Source: an optimization exercise on an open RTL-to-GDS flow (aim: small area and a short achievable clock period). Production flows keep margins and buffers that such runs may drop. Where RTL was checked, it was by simulation tests only, not by an equivalence proof against the original. Only the layout flow was run in runs 2, 5 and 6; the RTL was not checked for function there.

$ cat flow/design.v
module Cordic #(parameter MODE = 0, STAGES = 8, WIDTH = 16, PHASE_WIDTH = 19)(
input wire                        in_clk,
input wire                        in_rst,
input wire                        in_enable,
input wire    [WIDTH-1:0]         in_x,
input wire    [WIDTH-1:0]         in_y,
input wire    [PHASE_WIDTH-1:0]   in_phase,
output wire                       out_valid,
output wire   [PHASE_WIDTH-1:0]   out_phase,
output wire   [WIDTH-1:0]         out_x,
output wire   [WIDTH-1:0]         out_y
);
localparam	ROTATIONAL = 0, 
			VECTORING  = 1;
wire signed   [WIDTH:0]         xn [STAGES:0];
wire signed   [WIDTH:0]         yn [STAGES:0];
wire signed   [PHASE_WIDTH-1:0]   zn [STAGES:0];
reg signed  [WIDTH:0]         xn_reg [STAGES:0];
reg signed  [WIDTH:0]         yn_reg [STAGES:0];
reg signed  [PHASE_WIDTH-1:0]   zn_reg [STAGES:0];
reg start;
generate
	if(MODE == ROTATIONAL) begin
reg [WIDTH-1:0] temp_x, temp_y;
reg [PHASE_WIDTH-1:0] temp_z;
always @ (posedge in_clk or negedge in_rst) 
begin
 if(!in_rst) begin
	temp_x <= 'b0;
	temp_y <= 'b0;
	temp_z <= 'b0; 
 end else if (start) begin
	temp_x <= in_x;
	temp_y <= in_y;
	temp_z <= in_phase;
	end
end
wire [PHASE_WIDTH-1:0] half_pi = 19'h19220;
wire [PHASE_WIDTH-1:0] z_limit = 19'h1b333;
reg [WIDTH-1:0] adjusted_x, adjusted_y;
reg [PHASE_WIDTH-1:0] adjusted_z;
always @ (*) 
begin
	if(temp_z[PHASE_WIDTH-1] == 1'b0 && temp_z > z_limit) begin
		adjusted_x = ~temp_y + 'b1;
		adjusted_y = temp_x;
		adjusted_z = temp_z - half_pi;
	end 
	else if(temp_z[PHASE_WIDTH-1] == 1'b1 && (~temp_z+19'b1) > z_limit) begin
		adjusted_x = temp_y;
		adjusted_y = ~temp_x + 'b1;
		adjusted_z = temp_z + half_pi;
	end 
	else begin
		adjusted_x = temp_x;
		adjusted_y = temp_y;
		adjusted_z = temp_z;
	end
end
assign xn[0] = {adjusted_x[WIDTH-1], adjusted_x};
assign yn[0] = {adjusted_y[WIDTH-1], adjusted_y};
assign zn[0] = adjusted_z;
end else if(MODE == VECTORING) begin
assign xn[0] = {in_x[WIDTH-1], in_x};
assign yn[0] = {in_y[WIDTH-1], in_y};
assign zn[0] = 'b0;
end
endgenerate
generate 
genvar i;
	if(MODE == ROTATIONAL) begin
for(i=0; i<STAGES; i=i+1) begin
  assign xn[i+1] = (zn_reg[i][PHASE_WIDTH-1] == 1'b0) ? xn_reg[i]-(yn_reg[i]>>>i)   : xn_reg[i]+(yn_reg[i]>>>i);
  assign yn[i+1] = (zn_reg[i][PHASE_WIDTH-1] == 1'b0) ? yn_reg[i]+(xn_reg[i]>>>i)   : yn_reg[i]-(xn_reg[i]>>>i);
  assign zn[i+1] = (zn_reg[i][PHASE_WIDTH-1] == 1'b0) ? zn_reg[i]-arctangent(i) : zn_reg[i]+arctangent(i);
end
end else if(MODE == VECTORING) begin
for(i=0; i<STAGES; i=i+1) begin
  assign xn[i+1] = (yn_reg[i][WIDTH] == 1'b1) ? xn_reg[i]-(yn_reg[i]>>>i)   : xn_reg[i]+(yn_reg[i]>>>i);
  assign yn[i+1] = (yn_reg[i][WIDTH] == 1'b1) ? yn_reg[i]+(xn_reg[i]>>>i)   : yn_reg[i]-(xn_reg[i]>>>i);
  assign zn[i+1] = (yn_reg[i][WIDTH] == 1'b1) ? zn_reg[i]-arctangent(i) : zn_reg[i]+arctangent(i);
end
end
endgenerate
always @ (posedge in_clk or negedge in_rst)
	if(!in_rst)
		start <= 1'b0;
	else
		start <= in_enable;
reg [STAGES+2:0] valid_reg;	
for(i=0; i<=STAGES; i=i+1) begin
  always @ (posedge in_clk or negedge in_rst)
    if(!in_rst)begin
      xn_reg[i] <= 'b0;
      yn_reg[i] <= 'b0;
      zn_reg[i] <= 'b0;    
    end
    else if(valid_reg[i+1]) begin
      xn_reg[i] <= xn[i];
      yn_reg[i] <= yn[i];
      zn_reg[i] <= zn[i];
    end
end
wire signed [15:0] k = 18'h009B7;
wire signed [31:0] scaled_x = xn_reg[STAGES] * k;
wire signed [31:0] scaled_y = yn_reg[STAGES] * k;
assign out_x = scaled_x[27:12];
assign out_y = scaled_y[27:12];
assign out_phase = zn_reg[STAGES];
always@(posedge in_clk or negedge in_rst)
begin
  if(!in_rst)
    valid_reg <= 'b0;
  else
    valid_reg <= {valid_reg[STAGES+1:0], in_enable};
end
assign out_valid = valid_reg[STAGES+2];
function [18:0] arctangent;
  input [3:0] i;
  begin
    case (i)
    0 : arctangent = 19'b000_1100100100001111;  
    1 : arctangent = 19'b000_0111011010110001;  
    2 : arctangent = 19'b000_0011111010110110;  
    3 : arctangent = 19'b000_0001111111010101;  
    4 : arctangent = 19'b000_0000111111111010;  
    5 : arctangent = 19'b000_0000011111111111;  
    6 : arctangent = 19'b000_0000001111111111;  
    7 : arctangent = 19'b000_0000000111111111;  
    8 : arctangent = 19'b000_0000000011111111;  
    9 : arctangent = 19'b000_0000000001111111;  
    10: arctangent = 19'b000_0000000000111111;  
    11: arctangent = 19'b000_0000000000011111;  
    12: arctangent = 19'b000_0000000000001111;  
    13: arctangent = 19'b000_0000000000000111;  
    14: arctangent = 19'b000_0000000000000011;  
    15: arctangent = 19'b000_0000000000000001;  
    default: arctangent = 19'b000_0000000000000000;  
    endcase
  end
endfunction
endmodule
module CordicVectoring (
  input  wire        in_clk,
  input  wire        in_rst,
  input  wire        in_enable,
  input  wire [15:0] in_x,
  input  wire [15:0] in_y,
  output wire        out_valid,
  output wire [18:0] out_phase,
  output wire [15:0] out_x,
  output wire [15:0] out_y
);
  Cordic #(.MODE(1), .STAGES(8), .WIDTH(16), .PHASE_WIDTH(19)) u_cordic (
    .in_clk    (in_clk),
    .in_rst    (in_rst),
    .in_enable (in_enable),
    .in_x      (in_x),
    .in_y      (in_y),
    .in_phase  (19'd0),
    .out_valid (out_valid),
    .out_phase (out_phase),
    .out_x     (out_x),
    .out_y     (out_y)
  );
endmodule
$ cat flow/run.sh
#!/bin/bash
# synth_recipe.tcl (not shown) runs the flow's synth.tcl, then flattens the netlist and writes it again
# the make line also repeats each setting of config.mk as NAME=value (left out here)
make -C /OpenROAD-flow-scripts/flow DESIGN_CONFIG=/design/flow/config.mk WORK_HOME=/design/flow/orfs CLKGATE_MAP_FILE= SYNTH_SCRIPT=/design/flow/synth_recipe.tcl finish
$ cat flow/config.mk
export PLATFORM = sky130hd
export DESIGN_NAME = CordicVectoring
export DESIGN_NICKNAME = CordicVectoring
export VERILOG_FILES = /design/flow/design.v
export SDC_FILE = /design/flow/constraint.sdc
export NUM_CORES = 4
export LEC_CHECK = 0
export CAP_MARGIN = 20
export CORE_MARGIN = 2
export CORE_UTILIZATION = 40
export SLEW_MARGIN = 20
$ cat flow/constraint.sdc
create_clock -name core_clock -period 9.0 [get_ports {in_clk}]
set_input_delay 1.8000 -clock core_clock [delete_from_list [all_inputs] [get_ports {in_clk}]]
set_output_delay 1.8000 -clock core_clock [all_outputs]
set_load 0.01 [all_outputs]
==> run_results.csv, run 1 <==
group,metric,value,unit
routing,via_per_inst,5.189,
cells_and_area,design_area,49730,um2
worst_setup_path,cp_slowest_cell,"clkdlybuf4s50_1",
placed_design,hpwl,82.50,mm
routing,post_drt_wl_per_cell,15.59,um
worst_setup_path,critPathKind,"reg2out",
sta,rsz0062_at_grt,"no",
grt,grt_pass1_wl,173.7,mm
worst_setup_path,cp_num_buf_inv,5,
sta,maxSlewHeadroom,31.71,%
min_path,min_path_cells,0,
synthesis,synth_nets,5851,
synthesis,synth-seq-cells,450,
grt,grt_start_max_net_pins,138,
synthesis,ys_top_cells_by_area,"dfrtp_1 25%, ha_1 15%, fa_1 8.9%",
floorplan,dieArea,116300,um2
cells_and_area,final_layout_size_suffix_gt1_share,7.092,%
synthesis,synthFlopType,"dfrtp_1",
cells_and_area,final_cell_mix,"565 x inv_1, 559 x ha_1, 441 x dfrtp_1, 408 x a21oi_1, 394 x nor2_1",
grt,grt.total_usage,17.75,%
worst_setup_path,r2r_slack,4.72,ns
sta,fin_tns_setup,0,ns
synthesis,synth_edf_count,0,
min_path,hold_end,"u_cordic.valid_reg[1]",
cells_and_area,largest_reg_flops,152,
worst_setup_path,r2r_start,"u_cordic.xn_reg[5][5]",
sta,skew,0.04965,ns
run,maxCapViolCount,0,
sta,timing.final.crit_share,94.64,%
cells_and_area,syn2layout_area_growth,9.426,%
worst_setup_path,reg2reg_depth,14,
routing,wl,103.0,mm
floorplan,dieWidth,341.1,um
synthesis,synth_top_area_share,24.78,%
sta,timing.final.max_slew_violations,0,
synthesis,yosysSeqAreaShare,24.78,%
synthesis,ys_types,78,
clock_network,insertion_delay,0.67,ns
status,outcome,"finished clean",
placed_design,place.gp.congestion,0.8878,
cells_and_area,instances_no_fill,6604,
clock_network,cts_resized,0,
synthesis,syn_inst,5054,
worst_setup_path,slowest_delay,0.55,ns
cells_and_area,antenna_cells,0,
routing,drcViolationCount,0,
synthesis,syn_avg_cell_area,8.992,um2
cells_and_area,utilization,44.15,%
grt,grt_pass1_vias,34860,
floorplan,ioPinCount,87,
synthesis,yosysWarnings,4,
sta,setup_viol,0,
grt,overflow,0,
grt,antenna_found_initial,0,
routing,first_pass_iters,7,
min_path,hp-class,"reg2reg",
routing,vias,34270,
clock_network,cts_buffer_depth,3,
sta,fmax,117.4,MHz
sta,tightest_slew,1.015,ns
clock_network,cts_sinks,450,
worst_setup_path,reg2reg_to,"u_cordic.yn_reg[6][15]",
sta,min_period,8.517,ns
worst_setup_path,cp_max_fo,5,
synthesis,synth-async-reset-ratio,100.0,%
clock_network,cts_root_buf,"clkbuf_16",
synthesis,mappedNetlistArea,45450,um2
clock_network,cts_made_buffers,56,
worst_setup_path,cp-start-kind,"register",
routing,drtIter0Drc,1520,
routing,detail-route-antenna-nets,0,
clock_network,cts_setup_buffers,0,
worst_setup_path,crit_arrival,6.72,ns
placed_design,dpl_cell_area,47650,um2
cells_and_area,final_common_cell,"inv_1",
floorplan,start_util,40.34,%
worst_setup_path,cp-end-kind,"output pin",
placed_design,io_buffers,86,
worst_setup_path,crit_required,7.20,ns
floorplan,rows,123,
worst_setup_path,crit_family,"adder cells",
clock_network,hold_buffers,0,
clock_network,clkTransAtPathRegs,0.07,ns
floorplan,floorplan.die.height,341.1,um
worst_setup_path,crit_chain,"ha_1, inv_1, fa_1, inv_1, fa_1, fa_1, inv_1, fa_1, inv_1, ha_1, a21o_1, a221oi_1, o22ai_1, a41oi_1, nor2b_1, o221ai_1, a21oi_1, xnor2_1, clkdlybuf4s50_1",
sta,hold_ws,0.3402,ns
clock_network,cts_max_level,2,
min_path,hold_path_startpoint,"u_cordic.valid_reg[0]",
synthesis,post-synth-top-area-cell,"dfrtp_1",
sta,finalHoldViolCount,0,
cells_and_area,num-nets-final,5854,
placed_design,dp.cells,6499,
clock_network,cts_tree,"built",
floorplan,core,112700,um2
[worst max path at each step]
stage | start | end | slack, ns | cells after the start
finish | u_cordic.yn_reg[8][8] | out_y[10] | 0.48 | 19
global route | u_cordic.yn_reg[8][8] | out_y[10] | 0.08 | 19
CTS | u_cordic.yn_reg[8][8] | out_y[10] | 0.40 | 19
detailed placement | u_cordic.yn_reg[8][4] | out_y[10] | 1.16 | 19
global placement | u_cordic.yn_reg[8][8] | out_y[10] | 1.16 | 19
floorplan | u_cordic.yn_reg[8][8] | out_y[10] | 2.21 | 19
[stage by stage]
step	worst slack (ns)
global route	0.07506
detailed placement	1.157
global placement	1.164
floorplan	2.210
finish	0.4828
CTS	0.3959
[kinds of logic (layout without fill, tap and decap cells)]
group                      Yosys count  count (layout)  share of synthesized area (%)
xor gates and xnor gates           483             483                          9.308
adders and majority gates          762             762                          24.33
muxes                              244             244                          5.930
DFF                                450             450                          24.78
and+or+nand+nor                   1105            1105                          11.64
buffers and inverters              731             781                          6.305
AOI/OAI and AO/OA                 1279            1279                          17.71
[cells in the mapped netlist, types with 11 or more instances]
cell type  count
fa_1         203
a21oi_1      408
a41oi_1       15
nand3_1       53
a31oi_1       57
o211ai_1      22
o22ai_1       12
a211oi_1      39
nor2_1       394
o21bai_1      50
o21a_1        76
buf_4         32
nor3_1       108
nand4_1       21
a21o_1       157
clkbuf_1     103
o21ai_0      271
nand2b_1      62
nor2b_1       55
mux2i_1       42
xor2_1       158
xnor2_1      325
ha_1         559
nor4_1        28
a21boi_0      12
buf_1         28
nand2_1      234
or2_2         15
a2111oi_0     15
and3_1        34
o31ai_1       25
and2_1        13
and4_1        11
or3_1         23
nor3b_1       17
mux2_2       202
dfrtp_1      450
a211o_1       16
inv_1        565
[final cells by class]
type / instances / area, um2
clock buffer: 82 / 1659
timing repair buffer: 109 / 1051
tap: 1500 / 1877
inverter: 567 / 2128
clock inverter: 23 / 422.9
multi-input combinational: 3873 / 31320
sequential: 450 / 11270
fill: 11120 / 62920
[routing by layer]
metal / global-route usage, % / up-vias / routed length (um)
li1: - / 17600 / -
met1: 21.51 / 16100 / 45620
met2: 32.45 / 386 / 51430
met3: 1.810 / 180 / 2315
met4: 6.360 / 0 / 3584
met5: 0 / - / 0
==> run 2: changes to the inputs <==
==> flow/design.v (replaced) <==
module Cordic (
  input  wire        in_clk,
  input  wire        in_rst,
  input  wire        in_enable,
  input  wire [15:0] in_x,
  input  wire [15:0] in_y,
  output wire        out_valid,
  output wire [18:0] out_phase,
  output wire [15:0] out_x,
  output wire [15:0] out_y
);
  function [18:0] atan;
    input integer i;
    begin
      case (i)
        0: atan = 19'h0c90f;
        1: atan = 19'h076b1;
        2: atan = 19'h03eb6;
        3: atan = 19'h01fd5;
        4: atan = 19'h00ffa;
        5: atan = 19'h007ff;
        6: atan = 19'h003ff;
        default: atan = 19'h001ff;
      endcase
    end
  endfunction
  reg [11:0] vld;
  always @(posedge in_clk or negedge in_rst)
    if (!in_rst) vld <= 12'b0;
    else         vld <= {vld[10:0], in_enable};
  assign out_valid = vld[11];
  reg signed [16:0] xr [0:8];
  reg signed [16:0] yr [0:8];
  reg        [7:0]  dr [1:8];    
  always @(posedge in_clk) begin
    xr[0] <= {in_x[15], in_x};
    yr[0] <= {in_y[15], in_y};
  end
  genvar i;
  generate
    for (i = 0; i < 8; i = i + 1) begin : g_stage
      wire               d  = yr[i][16];
      wire signed [16:0] xs = xr[i] >>> i;
      wire signed [16:0] ys = yr[i] >>> i;
      wire signed [16:0] xn = xr[i] + (ys ^ {17{d}}) + d;
      wire signed [16:0] yn = yr[i] + (xs ^ {17{~d}}) + !d;
      always @(posedge in_clk) begin
        xr[i+1] <= xn;
        yr[i+1] <= yn;
      end
      if (i == 0) begin : g_d0
        always @(posedge in_clk) dr[1] <= {7'b0, d};
      end else begin : g_dn
        always @(posedge in_clk) dr[i+1] <= (dr[i] & ((8'd1 << i) - 8'd1)) | ({7'b0, d} << i);
      end
    end
  endgenerate
  wire signed [31:0] ex = xr[8];
  wire signed [31:0] ey = yr[8];
  wire signed [31:0] px = (ex <<< 11) + (ex <<< 9) - (ex <<< 6) - (ex <<< 3) - ex;
  wire signed [31:0] py = (ey <<< 11) + (ey <<< 9) - (ey <<< 6) - (ey <<< 3) - ey;
  function [18:0] zsum;
    input [3:0] dirs;
    input integer base;
    integer k;
    begin
      zsum = 19'd0;
      for (k = 0; k < 4; k = k + 1)
        zsum = dirs[k] ? zsum - atan(base + k) : zsum + atan(base + k);
    end
  endfunction
  wire [18:0] zlo [0:15];
  wire [18:0] zhi [0:15];
  genvar j;
  generate
    for (j = 0; j < 16; j = j + 1) begin : g_ztab
      assign zlo[j] = zsum(j, 0);
      assign zhi[j] = zsum(j, 4);
    end
  endgenerate
  wire [18:0] z = zlo[dr[8][3:0]] + zhi[dr[8][7:4]];
  reg [15:0] ox, oy;
  reg [18:0] oz;
  always @(posedge in_clk) begin
    ox <= px[27:12];
    oy <= py[27:12];
    oz <= z;
  end
  assign out_x = ox;
  assign out_y = oy;
  assign out_phase = oz;
endmodule
module CordicVectoring (
  input  wire        in_clk,
  input  wire        in_rst,
  input  wire        in_enable,
  input  wire [15:0] in_x,
  input  wire [15:0] in_y,
  output wire        out_valid,
  output wire [18:0] out_phase,
  output wire [15:0] out_x,
  output wire [15:0] out_y
);
  Cordic u_cordic (
    .in_clk    (in_clk),
    .in_rst    (in_rst),
    .in_enable (in_enable),
    .in_x      (in_x),
    .in_y      (in_y),
    .out_valid (out_valid),
    .out_phase (out_phase),
    .out_x     (out_x),
    .out_y     (out_y)
  );
endmodule
==> run 2 against run 1 <==
  * Cell count fell by 46%
  * Non-clock buffer count shrank 16
  * Cell area shrank 42%
==> run_results.csv, run 2 <==
group,metric,value,unit
cells_and_area,design_area,28810,um2
synthesis,post-synth-top-area-cell,"dfxtp_1",
sta,fin_tns_setup,0,ns
synthesis,synth-async-reset-ratio,2.993,%
synthesis,synth-seq-cells,401,
grt,grt_pass1_wl,86.37,mm
floorplan,dieArea,65220,um2
worst_setup_path,cp_slowest_cell,"dfxtp_1",
floorplan,start_util,40.30,%
synthesis,yosysSeqAreaShare,31.99,%
worst_setup_path,r2r_slack,4.42,ns
sta,timing.final.max_slew_violations,0,
synthesis,ys_top_cells_by_area,"dfxtp_1 31%, ha_1 16%, xnor2_1 9.9%",
worst_setup_path,crit_cells,13,
placed_design,place.gp.congestion,0.8530,
clock_network,hold_buffers,0,
floorplan,core,62740,um2
clock_network,cts_made_buffers,48,
grt,grt.total_usage,15.60,%
routing,post_drt_wl_per_cell,13.86,um
clock_network,cts_buffer_depth,3,
synthesis,yosysMostFrequentCell,"dfxtp_1",
routing,first_pass_iters,5,
run,maxCapViolCount,0,
sta,min_period,4.579,ns
sta,maxSlewHeadroom,36.10,%
sta,timing.final.crit_share,50.88,%
cells_and_area,antenna_cells,0,
worst_setup_path,reg2reg_to,"u_cordic.ox[15]",
clock_network,cts_sinks,401,
cells_and_area,final_cell_mix,"389 x dfxtp_1, 323 x ha_1, 287 x xnor2_1, 205 x inv_1, 196 x xor2_1",
placed_design,dpl_cell_area,27100,um2
routing,drtIter0Drc,731,
worst_setup_path,worst_path_most_repeated_cell,"a21o_1",
floorplan,ioPinCount,87,
routing,via_per_inst,4.896,
worst_setup_path,crit_arrival,5.11,ns
worst_setup_path,cp_num_buf_inv,1,
synthesis,mappedNetlistArea,25280,um2
clock_network,cts_root_buf,"clkbuf_16",
synthesis,syn_avg_cell_area,9.821,um2
synthesis,ys_types,71,
min_path,min_path_cells,0,
synthesis,synth_edf_count,0,
cells_and_area,num-nets-final,3138,
grt,grt_pass1_vias,18260,
synthesis,synth_common_cells,"389 x dfxtp_1, 323 x ha_1, 287 x xnor2_1",
cells_and_area,final_common_cell,"dfxtp_1",
sta,fmax,218.4,MHz
synthesis,synth_top_area_share,30.81,%
worst_setup_path,r2r_start,"u_cordic.xr[8][16]",
sta,setup_viol,0,
clock_network,cts_setup_buffers,0,
floorplan,floorplan.die.height,255.4,um
clock_network,cts_resized,0,
sta,tightest_slew,0.9461,ns
cells_and_area,final_layout_size_suffix_gt1_share,5.331,%
worst_setup_path,crit_required,9.53,ns
synthesis,yosysWarnings,4,
grt,overflow,0,
cells_and_area,largest_reg_flops,152,
min_path,hp-class,"reg2reg",
worst_setup_path,crit_family,"adder cells",
placed_design,io_buffers,85,
floorplan,dieWidth,255.4,um
min_path,hold_end,"u_cordic.dr[4][2]",
grt,grt_start_max_net_pins,33,
cells_and_area,nFillCells,5900,
worst_setup_path,cp-end-kind,"register",
synthesis,syn_inst,2574,
clock_network,cts_max_level,2,
clock_network,insertion_delay,0.61,ns
status,outcome,"finished clean",
clock_network,cts_tree,"built",
sta,skew,0.05102,ns
routing,detail-route-antenna-nets,0,
routing,wl,49.44,mm
routing,drcViolationCount,0,
min_path,hold_path_startpoint,"u_cordic.dr[3][2]",
clock_network,clkTransAtPathRegs,0.06,ns
worst_setup_path,slowest_delay,0.55,ns
synthesis,synth_nets,3031,
floorplan,rows,92,
worst_setup_path,crit_chain,"inv_1, fa_1, fa_1, fa_1, ha_1, a21o_1, a21o_1, a21o_1, a21o_1, a221oi_2, o2111ai_1, a21oi_1, xor2_1",
sta,rsz0062_at_grt,"no",
routing,vias,17460,
grt,antenna_found_initial,0,
worst_setup_path,cp-start-kind,"register",
worst_setup_path,reg2reg_depth,13,
cells_and_area,syn2layout_area_growth,13.95,%
sta,finalHoldViolCount,0,
worst_setup_path,critPathKind,"reg2reg",
synthesis,synthFlopType,"dfxtp_1",
placed_design,hpwl,40.14,mm
worst_setup_path,cp_max_fo,9,
## run 2: cell count changes in the layout (fill, tap and decap cells not counted), sizes merged, moves of 53 or more
cell | previous run | this run
nor2 | 394 | 116
o21a | 76 | 23
mux2 | 202 | 8
a21oi | 408 | 162
dfrtp | 450 | 12
inv | 567 | 207
nand2 | 235 | 94
fa | 203 | 99
ha | 559 | 323
o21ai | 271 | 80
a21o | 157 | 89
nor3 | 108 | 49
dfxtp | 0 | 389
## run 2: worst max path at each step
stage | from | end
floorplan | u_cordic.xr[8][16] | u_cordic.ox[15]
global placement | u_cordic.xr[8][5] | u_cordic.ox[15]
detailed placement | u_cordic.xr[8][6] | u_cordic.ox[15]
CTS | u_cordic.xr[8][6] | u_cordic.ox[15]
global route | u_cordic.xr[8][5] | u_cordic.ox[15]
finish | u_cordic.xr[8][16] | u_cordic.ox[15]
## run 2: logic make-up (layout without fill, tap and decap cells)
kind of cell	Yosys count	after routing	synth area share, %
AND/OR/NAND/NOR	480	480	9.468
other	1	1	0.01483
flip-flops	401	401	31.99
buffers and inverters	241	387	3.618
adder cells (fa/ha/maj)	422	422	23.83
AO/OA/AOI/OAI	537	537	13.95
XOR/XNOR	483	483	16.73
multiplexers	9	9	0.3960
## run 2: layout make-up
cell class	instances	area (um2)	area share [%]
Clock buffer	64	1381	4.795
Multi-Input combinational cell	1932	16280	56.50
Inverter	205	769.5	2.671
Clock inverter	25	321.6	1.116
Timing Repair Buffer	93	910.9	3.162
Sequential cell	401	8088	28.08
Tap cell	846	1059	3.675
## run 2: per-layer routing
metal | vias up | track usage [%] | wire length, um
met2 | 188 | 28.26 | 24190
li1 | 9033 | - | -
met4 | 0 | 4.069 | 998
met3 | 72 | 2.192 | 1371
met5 | - | 0 | 0
met1 | 8165 | 19.30 | 22880
## run 2: worst register-to-register path: stages, from the launching register on
cell and delay [ns]:
dfxtp_1 0.55, inv_1 0.30, fa_1 0.54, fa_1 0.53
fa_1 0.49, ha_1 0.36, a21o_1 0.21, a21o_1 0.17
a21o_1 0.18, a21o_1 0.20, a221oi_2 0.41, o2111ai_1 0.23
a21oi_1 0.21, xor2_1 0.14
## run 2: through the flow
stage	setup slack (ns)	util, %	std cells	hold slack [ns]
finish	4.421	45.92	3566	0.3227
global placement	4.500	43.20	3477	0.3096
floorplan	4.804	-	2574	0.3096
detailed placement	4.412	43.20	3477	0.3121
global route	4.118	45.92	3566	0.3283
CTS	4.401	45.92	3566	0.3206
==> run 3: changes to the inputs <==
--- a/flow/design.v
+++ b/flow/design.v
@@ -24,14 +24,14 @@
       endcase
     end
   endfunction
-  reg [11:0] vld;
+  reg [12:0] vld;
   always @(posedge in_clk or negedge in_rst)
-    if (!in_rst) vld <= 12'b0;
-    else         vld <= {vld[10:0], in_enable};
-  assign out_valid = vld[11];
+    if (!in_rst) vld <= 13'b0;
+    else         vld <= {vld[11:0], in_enable};
+  assign out_valid = vld[12];
   reg signed [16:0] xr [0:8];
   reg signed [16:0] yr [0:8];
-  reg        [7:0]  dr [1:8];    
+  reg        [7:0]  dr [1:9];    
   always @(posedge in_clk) begin
     xr[0] <= {in_x[15], in_x};
     yr[0] <= {in_y[15], in_y};
@@ -42,11 +42,9 @@
       wire               d  = yr[i][16];
       wire signed [16:0] xs = xr[i] >>> i;
       wire signed [16:0] ys = yr[i] >>> i;
-      wire signed [16:0] xn = xr[i] + (ys ^ {17{d}}) + d;
-      wire signed [16:0] yn = yr[i] + (xs ^ {17{~d}}) + !d;
       always @(posedge in_clk) begin
-        xr[i+1] <= xn;
-        yr[i+1] <= yn;
+        xr[i+1] <= xr[i] + (ys ^ {17{d}}) + d;
+        yr[i+1] <= yr[i] + (xs ^ {17{~d}}) + !d;
       end
       if (i == 0) begin : g_d0
         always @(posedge in_clk) dr[1] <= {7'b0, d};
@@ -55,10 +53,28 @@
       end
     end
   endgenerate
-  wire signed [31:0] ex = xr[8];
-  wire signed [31:0] ey = yr[8];
-  wire signed [31:0] px = (ex <<< 11) + (ex <<< 9) - (ex <<< 6) - (ex <<< 3) - ex;
-  wire signed [31:0] py = (ey <<< 11) + (ey <<< 9) - (ey <<< 6) - (ey <<< 3) - ey;
+  reg [15:0] xa, ya;      
+  reg [11:0] xb, yb;      
+  reg        xc, yc;      
+  function [28:0] gain1;   
+    input signed [16:0] v;
+    reg signed [18:0] a;
+    reg signed [23:0] b;
+    reg        [3:0]  lo;
+    begin
+      a  = (v <<< 2) + v;
+      b  = (v <<< 6) + (v <<< 3) + v;
+      lo = {1'b0, a[2:0]} - {1'b0, b[11:9]} - {3'b0, |v[8:0]};
+      gain1 = {lo[3], a[18:3], b[23:12]};
+    end
+  endfunction
+  wire [28:0] gx = gain1(xr[8]);
+  wire [28:0] gy = gain1(yr[8]);
+  always @(posedge in_clk) begin
+    {xc, xa, xb} <= gx;
+    {yc, ya, yb} <= gy;
+    dr[9]        <= dr[8];
+  end
   function [18:0] zsum;
     input [3:0] dirs;
     input integer base;
@@ -78,13 +94,12 @@
       assign zhi[j] = zsum(j, 4);
     end
   endgenerate
-  wire [18:0] z = zlo[dr[8][3:0]] + zhi[dr[8][7:4]];
   reg [15:0] ox, oy;
   reg [18:0] oz;
   always @(posedge in_clk) begin
-    ox <= px[27:12];
-    oy <= py[27:12];
-    oz <= z;
+    ox <= xa - {{4{xb[11]}}, xb} - xc;
+    oy <= ya - {{4{yb[11]}}, yb} - yc;
+    oz <= zlo[dr[9][3:0]] + zhi[dr[9][7:4]];
   end
   assign out_x = ox;
   assign out_y = oy;
==> flow/flow/run.sh (new file) <==
#!/bin/bash
set -euo pipefail
bash standard.sh \
  SETUP_SLACK_MARGIN=${MARGIN:-6.4} \
  "BUFFER_PORTS_ARGS=-buffer_cell sky130_fd_sc_hd__buf_2" \
  finish > standard.log 2>&1
==> flow/standard.sh (new file) <==
#!/bin/bash
# synth_recipe.tcl (not shown) runs the flow's synth.tcl, then flattens the netlist and writes it again
# the make line also repeats each setting of config.mk as NAME=value (left out here)
make -C /OpenROAD-flow-scripts/flow DESIGN_CONFIG=/design/flow/config.mk WORK_HOME=/design/flow/orfs CLKGATE_MAP_FILE= SYNTH_SCRIPT=/design/flow/synth_recipe.tcl "${@:-finish}"
removed: flow/run.sh
==> run 3 against run 2 <==
  * Still clean on timing, DRC and antenna
  * Global-route usage increased by 0.82 points
  * Utilization increased by 5.5 points
  * Area after synthesis increased by 13%
  * Flip-flop and latch count increased by 68
  * Worst setup slack improved by 1.7 ns
  * Clock skew decreased by 0.023 ns
  * Sequential share of layout area decreased by 1.7 points
  * Count of clock-buffer cells in the layout increased by 3
  * Via count increased by 26%
  * Critical path depth decreased by 1
  * Critical path type unchanged
  * Critical endpoint is now u_cordic.yc
==> run_results.csv, run 3 <==
group,metric,value,unit
synthesis,ys_top_cells_by_area,"dfxtp_1 32%, ha_1 16%, xnor2_1 9.3%",
grt,grt.total_usage,16.42,%
sta,fmax,345.7,MHz
routing,vias,22050,
synthesis,yosysMostFrequentCell,"dfxtp_1",
worst_setup_path,worst_path_most_repeated_cell,"ha_1",
sta,rsz0062_at_grt,"yes",
cells_and_area,syn2layout_area_growth,28.01,%
worst_setup_path,cp_slowest_cell,"fa_2",
grt,antenna_found_initial,0,
routing,detail-route-antenna-nets,0,
synthesis,synth-async-reset-ratio,2.772,%
floorplan,core,71120,um2
synthesis,synth_nets,3496,
cells_and_area,final_cell_mix,"384 x dfxtp_1, 330 x ha_1, 273 x xnor2_1, 209 x inv_1, 181 x xor2_1",
cells_and_area,final_common_cell,"dfxtp_1",
worst_setup_path,slowest_delay,0.57,ns
routing,first_pass_iters,5,
worst_setup_path,crit_required,9.50,ns
floorplan,floorplan.die.height,271.3,um
floorplan,rows,98,
clock_network,hold_buffers,0,
synthesis,synthFlopType,"dfxtp_1",
worst_setup_path,critPathKind,"reg2reg",
status,outcome,"finished clean",
worst_setup_path,cp-start-kind,"register",
grt,grt_pass1_vias,21360,
clock_network,cts_buffer_depth,3,
routing,post_drt_wl_per_cell,14.65,um
clock_network,clkTransAtPathRegs,0.06,ns
worst_setup_path,cp_max_fo,3,
routing,drtIter0Drc,786,
placed_design,place.gp.congestion,0.8505,
synthesis,syn_inst,3051,
sta,setup_viol,0,
synthesis,mappedNetlistArea,28580,um2
clock_network,cts_made_buffers,53,
grt,overflow,0,
clock_network,insertion_delay,0.61,ns
synthesis,synth-seq-cells,469,
sta,tightest_slew,0.5278,ns
cells_and_area,final_layout_size_suffix_gt1_share,25.99,%
synthesis,post-synth-top-area-cell,"dfxtp_1",
sta,skew,0.02769,ns
min_path,hp-class,"reg2reg",
floorplan,start_util,40.18,%
floorplan,ioPinCount,87,
worst_setup_path,cp-end-kind,"register",
run,maxCapViolCount,0,
synthesis,synth_common_cells,"456 x dfxtp_1, 359 x ha_1, 304 x xnor2_1",
clock_network,cts_root_buf,"clkbuf_16",
floorplan,dieWidth,271.3,um
routing,drcViolationCount,0,
routing,via_per_inst,5.045,
sta,timing.final.crit_share,32.14,%
clock_network,cts_max_level,2,
sta,timing.final.max_slew_violations,0,
sta,fin_tns_setup,0,ns
synthesis,syn_avg_cell_area,9.367,um2
cells_and_area,seq_area,9637,um2
cells_and_area,num-nets-final,3821,
clock_network,cts_tree,"built",
worst_setup_path,crit_arrival,3.39,ns
cells_and_area,nFillCells,6452,
worst_setup_path,reg2reg_depth,12,
floorplan,dieArea,73600,um2
sta,min_period,2.893,ns
min_path,min_path_cells,0,
synthesis,synth_edf_count,0,
worst_setup_path,crit_chain,"fa_2, ha_4, nand4_1, a21boi_1, o21a_1, o31ai_4, ha_1, a21o_1, ha_1, nand2_1, nand3b_1, xnor2_1",
placed_design,hpwl,43.92,mm
placed_design,io_buffers,85,
synthesis,synth_top_area_share,31.94,%
cells_and_area,multi_input_area,20290,um2
synthesis,yosysWarnings,4,
sta,maxSlewHeadroom,64.54,%
routing,wl,64.02,mm
synthesis,yosysSeqAreaShare,33.08,%
cells_and_area,utilization,51.44,%
synthesis,ys_types,77,
cells_and_area,antenna_cells,0,
sta,finalHoldViolCount,0,
grt,grt_start_max_net_pins,17,
grt,grt_pass1_wl,102.1,mm
clock_network,cts_sinks,469,
## run 3: cell count changes after synthesis, sizes merged, moves of 26 or more
cell	before	now
fa	99	51
nor2	116	178
dfxtp	389	456
nand2	94	123
o21ai	80	112
nand2b	30	56
a21oi	162	198
ha	323	359
nor3	49	91
## run 3: stage by stage
step	cell area [um2]	setup WS, ns	std cells	hold slack (ns)
after detailed placement	30170	5.736	4045	0.3121
final	36580	6.107	4371	0.3209
after global placement	30170	5.783	4045	0.3100
after CTS	34300	6.070	4265	0.3215
after global routing	36580	6.013	4371	0.3278
after floorplan	28800	6.237	3051	0.3095
## run 3: cells by family (layout without fill, tap and decap cells)
| family | count (synthesis) | after routing | synth area share, % |
|---|---|---|---|
| flops | 469 | 469 | 33.08 |
| buf+inv | 268 | 638 | 3.581 |
| other cells | 1 | 1 | 0.01312 |
| mux | 18 | 18 | 0.6699 |
| fa+ha+maj | 410 | 410 | 19.29 |
| simple gates | 716 | 716 | 12.64 |
| compound gates | 671 | 671 | 15.46 |
| xor+xnor | 498 | 498 | 15.26 |
## run 3: final timing paths
| kind | to | startpoint | slack, ns |
|---|---|---|---|
| setup / recovery | u_cordic.yc | u_cordic.yr[8][3] | 6.11 |
| hold / removal | u_cordic.dr[5][0] | u_cordic.dr[4][0] | 0.32 |
| setup reg to reg | u_cordic.yc | u_cordic.yr[8][3] | 6.11 |
| hold reg to reg | u_cordic.dr[5][0] | u_cordic.dr[4][0] | 0.32 |
| max in group asynchronous | u_cordic.vld[6] | in_rst | 7.70 |
| min in group asynchronous | u_cordic.vld[5] | in_rst | 1.08 |
## run 3: layout make-up
class,count,area share [%]
multi-input combinational,2314,55.46
sequential,469,26.34
timing repair buffer,319,7.504
clock buffer,67,4.043
tap,950,3.249
inverter,219,2.247
clock inverter,33,1.159
## run 3: per-layer routing
metal / global-route usage [%] / routed length, um
met1: 19.48 / 27930
met2: 29.89 / 32200
met3: 2.194 / 1472
met4: 6.348 / 2415
met5: 0 / 0
## run 3: repair_timing
action | in CTS | in global routing
buffers inserted | 113 | 104
pin swaps | 144 | 257
setup endpoints to repair | 212 | 186
resized for setup | 323 | 315
gates cloned | 7 | 2
## run 3: worst max-delay path: cells and delay by family (launching register included)
family / cells / cell delay (ns)
AOI/OAI and AO/OA: 4 / 0.69
and+or+nand+nor: 3 / 0.29
xor gates and xnor gates: 1 / 0.12
DFF: 1 / 0.36
adders and majority gates: 4 / 1.31
==> run 4: changes to the inputs <==
==> flow/run.sh (new file) <==
#!/bin/bash
# synth_recipe.tcl (not shown) runs the flow's synth.tcl, then flattens the netlist and writes it again
# the make line also repeats each setting of config.mk as NAME=value (left out here)
make -C /OpenROAD-flow-scripts/flow DESIGN_CONFIG=/design/flow/config.mk WORK_HOME=/design/flow/orfs CLKGATE_MAP_FILE= SYNTH_SCRIPT=/design/flow/synth_recipe.tcl finish
removed: flow/flow/run.sh
removed: flow/standard.sh
==> run 4 against run 3 <==
  * Wire length down 13%
  * Fmax down 15%
  * Sequential share of layout area up 2.9 points
  * Utilization down 5.9 points
  * Synthesized cell count unchanged
  * Global-route usage down 1.3 points
  * Cell count down 5.2%
  * Count of clock-buffer cells in the layout up 6
  * First-iteration DRC count up 9.5%
==> run_results.csv, run 4 <==
group,metric,value,unit
clock_network,cts_root_buf,"clkbuf_16",
status,outcome,"finished clean",
sta,maxSlewHeadroom,36.09,%
clock_network,cts_tree,"built",
cells_and_area,syn2layout_area_growth,13.32,%
cells_and_area,antenna_cells,0,
worst_setup_path,critPathLaunch,"u_cordic.yr[1][16]",
sta,fmax,292.6,MHz
floorplan,ioPinCount,87,
clock_network,clkTransAtPathRegs,0.06,ns
sta,fin_tns_setup,0,ns
sta,timing.final.crit_share,37.97,%
synthesis,yosysWarnings,4,
worst_setup_path,cp_max_fo,32,
synthesis,synth_edf_count,0,
sta,rsz0062_at_grt,"no",
synthesis,yosysMostFrequentCell,"dfxtp_1",
routing,drtIter0Drc,861,
placed_design,pre_cts_slack,5.581,ns
clock_network,cts_max_level,2,
synthesis,post-synth-top-area-cell,"dfxtp_1",
floorplan,core,71120,um2
clock_network,insertion_delay,0.62,ns
grt,overflow,0,
cells_and_area,utilization,45.53,%
worst_setup_path,cp-start-kind,"register",
synthesis,ys_types,77,
routing,first_pass_iters,5,
worst_setup_path,cp-end-kind,"register",
cells_and_area,final_cell_mix,"456 x dfxtp_1, 359 x ha_1, 304 x xnor2_1, 219 x inv_1, 196 x a21oi_1",
clock_network,cts_setup_buffers,0,
sta,timing.final.max_slew_violations,0,
grt,antenna_found_initial,0,
clock_network,cts_made_buffers,55,
synthesis,ys_top_cells_by_area,"dfxtp_1 32%, ha_1 16%, xnor2_1 9.3%",
floorplan,rows,98,
run,maxCapViolCount,0,
synthesis,syn_avg_cell_area,9.367,um2
clock_network,hold_buffers,0,
synthesis,synth_common_cells,"456 x dfxtp_1, 359 x ha_1, 304 x xnor2_1",
routing,wl,55.73,mm
synthesis,yosys.area_share.simple,12.64,%
worst_setup_path,critPathKind,"reg2reg",
synthesis,synth_nets,3496,
synthesis,synth.mux.area_fraction,0.6699,%
floorplan,dieArea,73600,um2
grt,grt_pass1_vias,19850,
synthesis,syn_inst,3051,
grt,grt_start_max_net_pins,33,
routing,vias,20600,
min_path,hp-class,"reg2reg",
floorplan,start_util,40.18,%
worst_setup_path,r2r_slack,5.58,ns
placed_design,place.gp.congestion,0.8500,
worst_setup_path,crit_arrival,3.92,ns
worst_setup_path,crit_end,"u_cordic.yr[2][12]",
worst_setup_path,reg2reg_to,"u_cordic.yr[2][12]",
routing,drcViolationCount,0,
min_path,min_path_cells,0,
sta,finalHoldViolCount,0,
synthesis,synthFlopType,"dfxtp_1",
placed_design,hpwl,43.89,mm
floorplan,floorplan.die.height,271.3,um
worst_setup_path,r2r_start,"u_cordic.yr[1][16]",
synthesis,synth_fa_ha_area_share,19.29,%
synthesis,synth_top_family_by_area,"adder cells",
worst_setup_path,reg2reg_depth,12,
sta,fin_ws,5.583,ns
sta,setup_viol,0,
placed_design,dpl_cell_area,30480,um2
placed_design,io_buffers,85,
sta,min_period,3.417,ns
clock_network,cts_sinks,469,
routing,via_per_inst,4.972,
cells_and_area,nFillCells,6882,
synthesis,mappedNetlistArea,28580,um2
cells_and_area,final_common_cell,"dfxtp_1",
clock_network,cts_buffer_depth,3,
synthesis,yosysSeqAreaShare,33.08,%
synthesis,synth-xor-area-share,15.26,%
synthesis,synth-async-reset-ratio,2.772,%
clock_network,cts_resized,0,
routing,detail-route-antenna-nets,0,
grt,grt_pass1_wl,94.63,mm
cells_and_area,design_area,32380,um2
sta,tightest_slew,0.9574,ns
cells_and_area,final_layout_size_suffix_gt1_share,4.635,%
cells_and_area,num-nets-final,3597,
sta,skew,0.03057,ns
grt,grt.total_usage,15.13,%
floorplan,dieWidth,271.3,um
synthesis,synth_top_area_share,31.94,%
worst_setup_path,crit_required,9.50,ns
routing,post_drt_wl_per_cell,13.45,um
synthesis,synth-seq-cells,469,
synthesis,synth_compound_area_share,15.46,%
run 4: cell counts after synthesis:
Identical to the previous run, type by type.
run 4: how the worst min path moves through the flow:
stage | to | from | slack, ns
after CTS | u_cordic.dr[4][0] | u_cordic.dr[3][0] | 0.32
after detailed placement | u_cordic.dr[8][5] | u_cordic.dr[7][5] | 0.31
after global placement | u_cordic.dr[7][1] | u_cordic.dr[6][1] | 0.31
final | u_cordic.dr[4][0] | u_cordic.dr[3][0] | 0.32
after floorplan | u_cordic.dr[2][0] | u_cordic.dr[1][0] | 0.31
after global routing | u_cordic.dr[8][1] | u_cordic.dr[7][1] | 0.33
run 4: worst max-delay path, stage by stage, from the launching register on:
cell and delay (ns):
dfxtp_1 0.31, buf_4 0.41, nand2b_1 0.13, and2_1 0.19, fa_1 0.42, a21o_1 0.17, a21oi_1 0.25, o21ai_0 0.17
a31oi_1 0.27, o21ai_0 0.21, a2111oi_0 0.47, nor3_1 0.11, xor2_1 0.16
run 4: layout make-up:
type / count / area, um2 / area share (%)
Multi-Input combinational cell: 2314 / 18100 / 55.89
Sequential cell: 469 / 9454 / 29.19
Clock buffer: 73 / 1514 / 4.675
Tap cell: 950 / 1189 / 3.670
Timing Repair Buffer: 93 / 910.9 / 2.813
Inverter: 219 / 822.0 / 2.538
Clock inverter: 25 / 394.1 / 1.217
run 4: per-layer routing:
layer / share of wire (%) / wire length (um) / vias up / GRT usage, %
met4: 3.2 / 1799 / 0 / 5.625
met1: 46 / 25740 / 9365 / 18.71
met3: 2.5 / 1419 / 99 / 1.866
li1: - / - / 10900 / -
met2: 48 / 26770 / 237 / 26.83
met5: 0 / 0 / - / 0
run 4: cells by family after synthesis:
family                   Yosys count
flip-flops                       469
AO/OA/AOI/OAI                    671
AND/OR/NAND/NOR                  716
adder cells (fa/ha/maj)          410
XOR/XNOR                         498
buffers and inverters            268
other                              1
multiplexers                      18
run 4: per-stage QoR:
| step | std cells | hold WS [ns] |
|---|---|---|
| after global placement | 4045 | 0.3102 |
| final | 4143 | 0.3244 |
| after global routing | 4143 | 0.3328 |
| after detailed placement | 4045 | 0.3121 |
| after floorplan | 3051 | 0.3096 |
| after CTS | 4143 | 0.3250 |
==> run 5: changes to the inputs <==
--- a/flow/design.v
+++ b/flow/design.v
@@ -42,9 +42,12 @@
       wire               d  = yr[i][16];
       wire signed [16:0] xs = xr[i] >>> i;
       wire signed [16:0] ys = yr[i] >>> i;
+      wire        [16:0] xn, yn;
+      padd #(.N(17), .ARCH(1)) u_xadd (.a(xr[i]), .b(ys ^ {17{d}}),  .cin(d),  .s(xn));
+      padd #(.N(17), .ARCH(1)) u_yadd (.a(yr[i]), .b(xs ^ {17{~d}}), .cin(~d), .s(yn));
       always @(posedge in_clk) begin
-        xr[i+1] <= xr[i] + (ys ^ {17{d}}) + d;
-        yr[i+1] <= yr[i] + (xs ^ {17{~d}}) + !d;
+        xr[i+1] <= xn;
+        yr[i+1] <= yn;
       end
       if (i == 0) begin : g_d0
         always @(posedge in_clk) dr[1] <= {7'b0, d};
@@ -105,6 +108,40 @@
   assign out_y = oy;
   assign out_phase = oz;
 endmodule
+module padd #(parameter N = 17, ARCH = 0) (
+  input  wire [N-1:0] a,
+  input  wire [N-1:0] b,
+  input  wire         cin,
+  output wire [N-1:0] s
+);
+  localparam W = N + 1;              
+  localparam L = $clog2(W);
+  localparam D = 2 * L;              
+  wire [W*(D+1)-1:0] g, p;           
+  assign g[W-1:0] = {a & b, cin};
+  assign p[W-1:0] = {a ^ b, 1'b0};
+  genvar l, k;
+  generate
+    for (l = 0; l < D; l = l + 1) begin : lv
+      for (k = 0; k < W; k = k + 1) begin : bt
+        localparam integer J =
+          (ARCH == 0) ? ((l < L && ((k >> l) & 1)) ? ((k >> l) << l) - 1 : -1) :
+          (ARCH == 2) ? ((l < L && k >= (1 << l)) ? k - (1 << l) : -1) :
+          (l < L) ? ((((k + 1) % (2 << l)) == 0) ? k - (1 << l) : -1) :
+          (l < 2 * L - 1) ? (((((k + 1) % (2 << (2 * L - 2 - l))) == (1 << (2 * L - 2 - l))) &&
+                              k >= (2 << (2 * L - 2 - l))) ? k - (1 << (2 * L - 2 - l)) : -1) : -1;
+        if (J >= 0) begin : c
+          assign g[(l+1)*W+k] = g[l*W+k] | (p[l*W+k] & g[l*W+J]);
+          assign p[(l+1)*W+k] = p[l*W+k] & p[l*W+J];
+        end else begin : n
+          assign g[(l+1)*W+k] = g[l*W+k];
+          assign p[(l+1)*W+k] = p[l*W+k];
+        end
+      end
+    end
+  endgenerate
+  assign s = p[W-1:1] ^ g[D*W+N-1:D*W];
+endmodule
 module CordicVectoring (
   input  wire        in_clk,
   input  wire        in_rst,
==> flow/flow/run.sh (new file) <==
#!/bin/bash
set -euo pipefail
bash standard.sh \
  SETUP_SLACK_MARGIN=${MARGIN:-6.4} \
  "BUFFER_PORTS_ARGS=-buffer_cell sky130_fd_sc_hd__buf_2" \
  finish > standard.log 2>&1
==> flow/standard.sh (new file) <==
#!/bin/bash
# synth_recipe.tcl (not shown) runs the flow's synth.tcl, then flattens the netlist and writes it again
# the make line also repeats each setting of config.mk as NAME=value (left out here)
make -C /OpenROAD-flow-scripts/flow DESIGN_CONFIG=/design/flow/config.mk WORK_HOME=/design/flow/orfs CLKGATE_MAP_FILE= SYNTH_SCRIPT=/design/flow/synth_recipe.tcl "${@:-finish}"
removed: flow/run.sh
==> run 5 against run 4 <==
  * Still clean
  * First-iteration DRC count fell by 38%
  * Via count fell by 3.1%
  * Critical path depth fell by 1
  * Fmax rose by 15%
  * Worst hold slack got worse by 0.013 ns
  * Worst setup slack improved by 0.44 ns
  * Cell count fell by 0.27%
==> run_results.csv, run 5 <==
group,metric,value,unit
worst_setup_path,r2r_slack,6.02,ns
worst_setup_path,crit_required,9.55,ns
min_path,min_path_cells,0,
worst_setup_path,r2r_start,"u_cordic.yr[7][16]",
clock_network,cts_tree,"built",
synthesis,syn_avg_cell_area,10.01,um2
synthesis,mappedNetlistArea,27830,um2
floorplan,core,68710,um2
clock_network,cts_made_buffers,55,
synthesis,synth.mux.area_fraction,0.3417,%
grt,grt.total_usage,16.70,%
min_path,hold_path_startpoint,"u_cordic.dr[6][5]",
routing,drtIter0Drc,537,
cells_and_area,antenna_cells,0,
worst_setup_path,crit_arrival,3.53,ns
worst_setup_path,cp-end-kind,"register",
worst_setup_path,critPathKind,"reg2reg",
worst_setup_path,reg2reg_depth,11,
synthesis,synthFlopType,"dfxtp_1",
grt,grt_start_max_net_pins,17,
synthesis,post-synth-top-area-cell,"dfxtp_1",
clock_network,cts_root_buf,"clkbuf_16",
routing,post_drt_wl_per_cell,14.82,um
synthesis,yosysSeqAreaShare,33.97,%
clock_network,clkTransAtPathRegs,0.06,ns
sta,min_period,2.980,ns
clock_network,insertion_delay,0.61,ns
cells_and_area,final_layout_size_suffix_gt1_share,29.24,%
synthesis,yosysMostFrequentCell,"dfxtp_1",
routing,wl,61.24,mm
synthesis,synth_fa_ha_area_share,27.02,%
cells_and_area,instances_no_fill,4132,
routing,drcViolationCount,0,
clock_network,cts_buffer_depth,3,
floorplan,dieWidth,267.8,um
placed_design,place.gp.congestion,0.8697,
worst_setup_path,cp-start-kind,"register",
synthesis,ys_types,73,
grt,overflow,0,
placed_design,io_buffers,85,
worst_setup_path,slowest_delay,0.42,ns
placed_design,hpwl,41.44,mm
synthesis,synth_nets,3328,
synthesis,synth-xor-area-share,13.85,%
synthesis,syn_inst,2779,
cells_and_area,seq_area,9632,um2
cells_and_area,design_area,37290,um2
worst_setup_path,cp_slowest_cell,"fa_1",
cells_and_area,num-nets-final,3709,
cells_and_area,nFillCells,5718,
floorplan,start_util,40.50,%
grt,antenna_found_initial,0,
sta,timing.final.max_slew_violations,0,
synthesis,synth_compound_area_share,11.27,%
routing,detail-route-antenna-nets,0,
routing,via_per_inst,4.829,
sta,setup_viol,0,
synthesis,ys_top_cells_by_area,"dfxtp_1 33%, ha_1 17%, fa_1 10%",
worst_setup_path,reg2reg_to,"u_cordic.yr[8][15]",
placed_design,dp.cells,3763,
clock_network,cts_sinks,469,
placed_design,dpl_cell_area,29820,um2
floorplan,ioPinCount,87,
cells_and_area,multi_input_area,19830,um2
routing,vias,19960,
cells_and_area,final_common_cell,"inv_1",
worst_setup_path,crit_chain,"buf_12, xnor2_4, ha_4, and3_4, a221o_1, o31a_1, o41a_1, a41o_1, o22ai_2, fa_1, inv_1",
sta,fin_tns_setup,0,ns
sta,rsz0062_at_grt,"yes",
status,outcome,"finished clean",
min_path,hold_end,"u_cordic.dr[7][5]",
clock_network,cts_max_level,2,
min_path,hp-class,"reg2reg",
grt,grt_pass1_vias,21170,
synthesis,synth-seq-cells,469,
grt,grt_pass1_wl,98.26,mm
cells_and_area,final_cell_mix,"408 x inv_1, 382 x dfxtp_1, 306 x ha_1, 201 x xnor2_1, 187 x buf_4",
routing,first_pass_iters,5,
floorplan,dieArea,71700,um2
synthesis,synth_top_area_share,32.80,%
run,maxCapViolCount,0,
synthesis,synth_top_family_by_area,"adder cells",
sta,skew,0.02825,ns
sta,finalHoldViolCount,0,
floorplan,floorplan.die.height,267.8,um
synthesis,yosysWarnings,7,
synthesis,synth_common_cells,"456 x dfxtp_1, 425 x inv_1, 369 x ha_1",
worst_setup_path,cp_max_fo,5,
synthesis,synth-async-reset-ratio,2.772,%
sta,timing.final.crit_share,33.12,%
sta,fmax,335.5,MHz
synthesis,synth_edf_count,0,
synthesis,yosys.area_share.simple,7.288,%
cells_and_area,syn2layout_area_growth,34.01,%
floorplan,rows,96,
[run 5: cell count changes after synthesis, moves of 37 or more]
cell     before  now
nor3_1       91   29
nor2_1      178  109
inv_1       219  425
o21ai_0     110   73
nand3_1      68   19
nand2_1     123   86
fa_1         51  145
xnor2_1     304  248
[run 5: how the worst max path moves through the flow]
stage,from,to,slack (ns),cells after the start
floorplan,u_cordic.yr[7][16],u_cordic.yr[8][15],6.07,12
global placement,u_cordic.yr[2][16],u_cordic.yr[3][15],5.43,11
detailed placement,u_cordic.yr[2][16],u_cordic.yr[3][15],5.34,11
CTS,u_cordic.yr[7][16],u_cordic.yr[8][15],6.01,11
global route,u_cordic.yr[7][16],u_cordic.yr[8][15],5.94,11
finish,u_cordic.yr[7][16],u_cordic.yr[8][15],6.02,11
[run 5: final cells by class]
type                       count  share of cell area, %
multi-input combinational   1851                  53.16
clock inverter                22                 0.7381
inverter                     425                  4.301
sequential                   469                  25.83
tap                          931                  3.124
clock buffer                  76                  4.392
timing repair buffer         358                  8.458
[run 5: routing by layer]
| metal | track usage (%) | vias to the layer above | wire length [um] |
|---|---|---|---|
| li1 | - | 9966 | - |
| met1 | 16.36 | 9558 | 22710 |
| met2 | 34.34 | 270 | 34680 |
| met5 | 0 | - | 0 |
| met3 | 2.108 | 161 | 1407 |
| met4 | 7.338 | 0 | 2438 |
[run 5: metrics by stage]
stage	hold WS, ns	utilization, %	setup slack (ns)
after floorplan	0.3096	-	6.072
after global placement	0.3131	43.41	5.431
after detailed placement	0.3136	43.41	5.336
after CTS	0.3239	50.78	6.009
after global routing	0.3270	54.28	5.937
final	0.3111	54.28	6.020
[run 5: what timing repair did]
item,4_1_cts,5_1_grt
hold buffers,0,0
setup endpoints to repair,265,214
setup buffers,169,99
gates resized for setup,342,330
gates cloned,2,1
pin swaps,189,188
[run 5: critical path, delay by kind of cell (launching register included)]
kind	cells	cell delay, ns
compound gates	5	1.35
fa+ha+maj	2	0.64
flops	1	0.36
buf+inv	2	0.21
xor+xnor	1	0.19
simple gates	1	0.16
[run 5: cell families after synthesis]
group,Yosys count
xor+xnor,440
mux,9
compound gates,484
simple gates,403
buf+inv,459
other cells,1
flops,469
fa+ha+maj,514
==> run 6: changes to the inputs <==
--- a/flow/design.v
+++ b/flow/design.v
@@ -43,8 +43,8 @@
       wire signed [16:0] xs = xr[i] >>> i;
       wire signed [16:0] ys = yr[i] >>> i;
       wire        [16:0] xn, yn;
-      padd #(.N(17), .ARCH(1)) u_xadd (.a(xr[i]), .b(ys ^ {17{d}}),  .cin(d),  .s(xn));
-      padd #(.N(17), .ARCH(1)) u_yadd (.a(yr[i]), .b(xs ^ {17{~d}}), .cin(~d), .s(yn));
+      padd #(.N(17), .ARCH(0)) u_xadd (.a(xr[i]), .b(ys ^ {17{d}}),  .cin(d),  .s(xn));
+      padd #(.N(17), .ARCH(0)) u_yadd (.a(yr[i]), .b(xs ^ {17{~d}}), .cin(~d), .s(yn));
       always @(posedge in_clk) begin
         xr[i+1] <= xn;
         yr[i+1] <= yn;
==> run 6 against run 5 <==
  * Worst hold slack better by 0.0030 ns
  * Sequential share of layout area grew 1.1 points
  * Still clean on timing, DRC and antenna
  * Cell count about the same
  * Critical endpoint is now out_valid
==> run_results.csv, run 6 <==
group,metric,value,unit
cells_and_area,syn2layout_area_growth,30.08,%
grt,grt_pass1_wl,98.13,mm
worst_setup_path,critPathKind,"reg2out",
worst_setup_path,crit_family,"flip-flops",
routing,top_layer,"met4",
synthesis,mappedNetlistArea,27440,um2
sta,finalHoldViolCount,0,
worst_setup_path,reg2reg_depth,12,
synthesis,yosysWarnings,7,
worst_setup_path,crit_chain,"buf_2",
routing,first_pass_iters,5,
synthesis,synth_top_family_by_area,"adder cells",
worst_setup_path,r2r_start,"u_cordic.xr[8][6]",
routing,wl_met2,31.52,mm
worst_setup_path,cp-start-kind,"register",
clock_network,cts_root_buf,"clkbuf_16",
clock_network,cts_made_buffers,52,
routing,drcViolationCount,0,
worst_setup_path,critPathLaunch,"u_cordic.vld[12]",
worst_setup_path,cp_max_fo,1,
placed_design,place.gp.congestion,0.8780,
synthesis,synth-xor-area-share,15.07,%
synthesis,syn_avg_cell_area,9.672,um2
synthesis,yosysMostFrequentCell,"dfxtp_1",
clock_network,hold_buffers,0,
worst_setup_path,crit_cells,1,
sta,maxSlewHeadroom,63.43,%
cells_and_area,final_common_cell,"dfxtp_1",
routing,post_drt_wl_per_cell,14.75,um
cells_and_area,final_layout_size_suffix_gt1_share,26.62,%
routing,drt-met1-wl,25.70,mm
min_path,hp-class,"reg2reg",
grt,grt.total_usage,16.63,%
clock_network,cts_tree,"built",
routing,vias,20340,
floorplan,core,68230,um2
grt,grt_start_max_net_pins,17,
synthesis,syn_inst,2837,
placed_design,io_buffers,85,
synthesis,synth_top_area_share,33.27,%
cells_and_area,antenna_cells,0,
sta,fmax,346.1,MHz
clock_network,insertion_delay,0.62,ns
routing,wl_met3,1.616,mm
worst_setup_path,cp-end-kind,"output pin",
synthesis,yosys.area_share.simple,8.641,%
grt,overflow,0,
floorplan,start_util,40.22,%
worst_setup_path,slowest_delay,0.35,ns
status,outcome,"finished clean",
sta,timing.final.max_slew_violations,0,
floorplan,dieArea,70710,um2
routing,via_per_inst,4.928,
placed_design,hpwl,42.68,mm
synthesis,synth_edf_count,0,
worst_setup_path,cp_num_buf_inv,1,
cells_and_area,final_cell_mix,"394 x dfxtp_1, 360 x inv_1, 312 x ha_1, 231 x xnor2_1, 215 x buf_4",
sta,setup_viol,0,
synthesis,synth_common_cells,"456 x dfxtp_1, 373 x inv_1, 360 x ha_1",
worst_setup_path,reg2reg_to,"u_cordic.xc",
clock_network,cts_max_level,2,
sta,tightest_slew,0.5485,ns
sta,rsz0062_at_grt,"yes",
synthesis,post-synth-top-area-cell,"dfxtp_1",
sta,timing.final.crit_share,32.10,%
synthesis,ys_top_cells_by_area,"dfxtp_1 33%, ha_1 16%, xnor2_1 8.5%",
clock_network,cts_sinks,469,
synthesis,synth-seq-cells,469,
routing,drtIter0Drc,613,
grt,antenna_found_initial,0,
synthesis,yosysSeqAreaShare,34.45,%
floorplan,rows,96,
clock_network,clkTransAtPathRegs,0.06,ns
sta,fin_tns_setup,0,ns
grt,grt_pass1_vias,20910,
synthesis,synth-async-reset-ratio,2.772,%
clock_network,cts_buffer_depth,3,
floorplan,floorplan.die.height,265.9,um
routing,wl,60.88,mm
worst_setup_path,crit_arrival,1.09,ns
worst_setup_path,r2r_slack,6.12,ns
floorplan,dieWidth,265.9,um
synthesis,synth_fa_ha_area_share,22.98,%
cells_and_area,num-nets-final,3688,
cells_and_area,utilization,52.32,%
worst_setup_path,crit_required,7.20,ns
floorplan,ioPinCount,87,
synthesis,synth_compound_area_share,12.77,%
routing,detail-route-antenna-nets,0,
synthesis,synthFlopType,"dfxtp_1",
sta,min_period,2.889,ns
worst_setup_path,crit_end,"out_valid",
worst_setup_path,cp_slowest_cell,"dfrtp_1",
sta,skew,0.02666,ns
synthesis,synth.mux.area_fraction,0.4377,%
synthesis,synth_nets,3322,
run,maxCapViolCount,0,
synthesis,ys_types,76,
run 6: cell count changes after synthesis, sizes merged, moves of 22 or more:
| cell | previous run | this run |
|---|---|---|
| nor2 | 109 | 143 |
| o21ai | 76 | 100 |
| fa | 145 | 90 |
| nor3 | 29 | 51 |
| inv | 425 | 373 |
| nand3 | 19 | 42 |
run 6: final cells by class:
| class | instances | area [um2] |
|---|---|---|
| fillers | 5961 | 32530 |
| clock inverters | 31 | 421.7 |
| clock buffers | 66 | 1454 |
| flip-flops and latches | 469 | 9614 |
| inverters | 373 | 1400 |
| repair buffers | 348 | 2878 |
| well taps | 882 | 1104 |
| multi-input cells | 1959 | 18820 |
run 6: cells by family after synthesis:
logic type,Yosys count
and+or+nand+nor,487
other,1
buffers and inverters,409
muxes,11
DFF,469
AOI/OAI and AO/OA,538
adders and majority gates,450
xor gates and xnor gates,472
run 6: metrics by stage:
| step | hold WS [ns] | setup slack (ns) | std cells | cell area (um2) |
|---|---|---|---|---|
| after floorplan | 0.3095 | 6.065 | 2837 | 27950 |
| after global placement | 0.3107 | 5.528 | 3772 | 29150 |
| after detailed placement | 0.3121 | 5.470 | 3772 | 29150 |
| after CTS | 0.3262 | 6.058 | 4018 | 33400 |
| after global routing | 0.3300 | 6.035 | 4128 | 35690 |
| final | 0.3141 | 6.111 | 4128 | 35690 |
run 6: worst min path at each step:
stage	endpoint	slack, ns	cells after the start	start
2_1_floorplan	u_cordic.dr[9][0]	0.31	0	u_cordic.dr[8][0]
3_3_place_gp	u_cordic.dr[5][2]	0.31	0	u_cordic.dr[4][2]
3_5_place_dp	u_cordic.dr[8][5]	0.31	0	u_cordic.dr[7][5]
4_1_cts	u_cordic.dr[6][0]	0.33	0	u_cordic.dr[5][0]
5_1_grt	u_cordic.dr[8][3]	0.33	0	u_cordic.dr[7][3]
6_report	u_cordic.dr[7][3]	0.31	0	u_cordic.dr[6][3]
run 6: layer usage:
layer / GRT usage [%] / vias to the layer above
met5: 0 / -
met4: 5.982 / 0
met3: 2.135 / 130
met2: 31.31 / 253
met1: 19.12 / 9683
li1: - / 10280
run 6: what timing repair did:
action / CTS / global route
cloned: 7 / 1
buffers inserted: 142 / 109
endpoints found under the setup margin: 210 / 168
gates resized for setup: 235 / 289
pin swaps: 145 / 222

-- afterwards: timing with drivers on the ports --
Ports are ideal in the flow. The routed layouts listed here were re-timed in OpenROAD.
Step 1: set_driving_cell puts a clkbuf_16 on in_clk and a buf_2 on each other input, an assumption about the parent block.
Step 2 also shifts input and output timing later by t, the mid clock arrival at the registers, as if the neighbouring blocks saw the same clock.
a / b / c = ideal / step 1 / step 2; a / b = the first two.
run | t, ns | setup slack, ns | worst register clock-pin slew, ns | pins driven straight from the clock port
run 1 | 0.711 | 0.483 / 0.421 / 1.132 | 0.07 / 0.07 | 1
run 2 | 0.643 | 4.421 / 4.421 / 4.421 | 0.06 / 0.06 | 1
run 3 | 0.659 | 6.107 / 6.060 / 6.107 | 0.06 / 0.06 | 1
run 4 | 0.671 | 5.583 / 5.536 / 5.583 | 0.06 / 0.06 | 1
run 5 | 0.657 | 6.020 / 6.020 / 6.020 | 0.06 / 0.06 | 1
run 6 | 0.671 | 6.111 / 6.049 / 6.120 | 0.06 / 0.06 | 1
After both steps every run listed still meets setup and hold.
